What follows belongs to an exercise in optimizing a design on an open flow for small area, a short achievable clock period and few clock cycles per item; a production flow would make more cautious choices.
In this exercise RTL edits were held to simulation tests only and were not proved equivalent to the original.

## old
==> module ReLU, before the edit <==
module ReLU #(parameter AW = 41, parameter M = 40, parameter NR = 4) (
  input  logic [NR*AW-1:0] rows,
  input  logic [1:0] low,
  output logic [31:0] out
);
  logic [AW-1:0] t, g, p;
  logic negative, big;
  logic [AW-1:0] s2, c2;
  logic [AW-1:0] ra, rb, rc, rd, sa, ca, cb;
  assign ra = rows[AW-1:0];
  assign rb = rows[2*AW-1:AW];
  assign rc = rows[3*AW-1:2*AW];
  assign rd = rows[4*AW-1:3*AW];
  assign sa = ra ^ rb ^ rc;
  assign ca = {((ra[AW-2:0] & rb[AW-2:0]) | (ra[AW-2:0] & rc[AW-2:0]) | (rb[AW-2:0] & rc[AW-2:0])), 1'b0};
  assign s2 = sa ^ ca ^ rd;
  assign cb = (sa & ca) | (sa & rd) | (ca & rd);
  assign c2 = {cb[AW-2:0], 1'b0};
  assign t = s2 + c2;
  logic [M:0] cm;        
  logic [29:0] cl;
  assign cm = {1'b0, s2[M-1:0]} + {1'b0, c2[M-1:0]};
  assign cl = {1'b0, s2[28:0]} + {1'b0, c2[28:0]};
  logic [M-1:29] hx, ho;
  logic e, zero;
  assign hx = s2[M-1:29] ^ c2[M-1:29];
  assign ho = s2[M-1:29] | c2[M-1:29];
  assign e = &(hx[M-1:30] ~^ ho[M-2:29]);
  assign zero = e & ~(hx[29] ^ cl[29]);
  assign negative = ~(s2[M] ^ c2[M] ^ cm[M]);
  assign big = ~negative & ~zero;
  always_comb begin
    if (negative) out = 32'd0;
    else if (big) out = 32'h7fffffff;
    else out = {1'b0, t[28:0], low};
  end
endmodule
clock: 12.0 ns
lec_check: 0
cap_margin: 20
core_margin: 2
core_utilization: 50
setup_slack_margin: 5
slew_margin: 20
synth_hierarchical: 1
standard.sh (not shown) runs the stock make flow with config.mk's settings and CLKGATE_MAP_FILE= SYNTH_SCRIPT=/design/flow/synth_recipe.tcl, a recipe that flattens the netlist after the stock synthesis.
==> flow/flow/run.sh <==
#!/bin/bash
# Own layout flow: the standard flow (standard.sh, unchanged synthesis and
# steps), except that the port buffers are plain buffers
# (sky130_fd_sc_hd__buf_2) rather than the delay buffers that buffer_ports
# picks by itself.  Each step's full output goes to a log file here.
set -euo pipefail
export BUFFER_PORTS_ARGS="-buffer_cell sky130_fd_sc_hd__buf_2"
bash standard.sh synth > flow_synth.log 2>&1
bash standard.sh finish > flow_finish.log 2>&1
old finished every stage and its layout cleared the timing, design-rule and antenna checks.
Testbench counts of old, summed over its fixed seeds: cycles 3,840, items 960.
#### Input delta (new over old)
--- a/flow/design.v
+++ b/flow/design.v
@@ -37,28 +37,10 @@
   logic [AW-1:0] t, g, p;
   logic negative, big;
-  logic [AW-1:0] s2, c2;
-  logic [AW-1:0] ra, rb, rc, rd, sa, ca, cb;
-  assign ra = rows[AW-1:0];
-  assign rb = rows[2*AW-1:AW];
-  assign rc = rows[3*AW-1:2*AW];
-  assign rd = rows[4*AW-1:3*AW];
-  assign sa = ra ^ rb ^ rc;
-  assign ca = {((ra[AW-2:0] & rb[AW-2:0]) | (ra[AW-2:0] & rc[AW-2:0]) | (rb[AW-2:0] & rc[AW-2:0])), 1'b0};
-  assign s2 = sa ^ ca ^ rd;
-  assign cb = (sa & ca) | (sa & rd) | (ca & rd);
-  assign c2 = {cb[AW-2:0], 1'b0};
-  assign t = s2 + c2;
-  logic [M:0] cm;        
-  logic [29:0] cl;
-  assign cm = {1'b0, s2[M-1:0]} + {1'b0, c2[M-1:0]};
-  assign cl = {1'b0, s2[28:0]} + {1'b0, c2[28:0]};
-  logic [M-1:29] hx, ho;
-  logic e, zero;
-  assign hx = s2[M-1:29] ^ c2[M-1:29];
-  assign ho = s2[M-1:29] | c2[M-1:29];
-  assign e = &(hx[M-1:30] ~^ ho[M-2:29]);
-  assign zero = e & ~(hx[29] ^ cl[29]);
-  assign negative = ~(s2[M] ^ c2[M] ^ cm[M]);
-  assign big = ~negative & ~zero;
+  always_comb begin
+    t = '0;
+    for (int r = 0; r < NR; r++) t = t + rows[r*AW +: AW];
+  end
+  assign negative = ~t[M];
+  assign big = t[M] & (|t[M-1:29]);
   always_comb begin
     if (negative) out = 32'd0;
==> comparison <==
new ended with every stage complete and zero timing, DRC or antenna violations. old did not stop at any stage, and its layout met the timing, design-rule and antenna checks. old fits on a die that is smaller than the die of new. The launch point of the worst path comes out u_neuron.a0_q[1] in one run and u_neuron.a0_q[23] in the other, namely in old and new respectively. Looking only at number of clock buffers in the layout, and setting everything else aside, the lower value of old and new goes to new. new: worst endpoint data arrival time is 0.57 ns higher than what old reported. Measured against each other, old and new differ in final area, the higher figure coming from new.
Testbench counts of new, summed over its fixed seeds: cycles 3,840, items 960.

## re-timing with driven ports
How much do the figures lean on ideal ports? The routed layouts below were timed once more, with nothing changed but the port constraints.
Step 1: set_driving_cell puts a clkbuf_16 on clk and a buf_2 on each other input, an assumption about the parent block.
Step 2 adds t to the input delays and takes it off the output delays; t is the mean of the earliest and latest rising clock arrival at the registers after step 1. Input paths then give back, and output paths get back, about the clock's delay inside the block.
Three values: ideal, step 1, step 2; two values: the first two.
run | t, ns | slack for setup (ns) | hold slack, ns | clock arrival spread, ns | worst slew at a driven data input, ns
old | 0.698 | 5.049 / 4.964 / 4.482 | 0.594 / 0.594 / 0.594 | 0.060 / 0.060 | 0.27
new | 0.666 | 4.481 / 4.414 / 4.405 | 0.601 / 0.601 / 0.601 | 0.048 / 0.048 | 0.26
After both steps setup and hold are still met in every run listed. For old, which loses most, drivers alone change the setup slack by -0.085 ns; drivers and shift together by -0.567 ns.
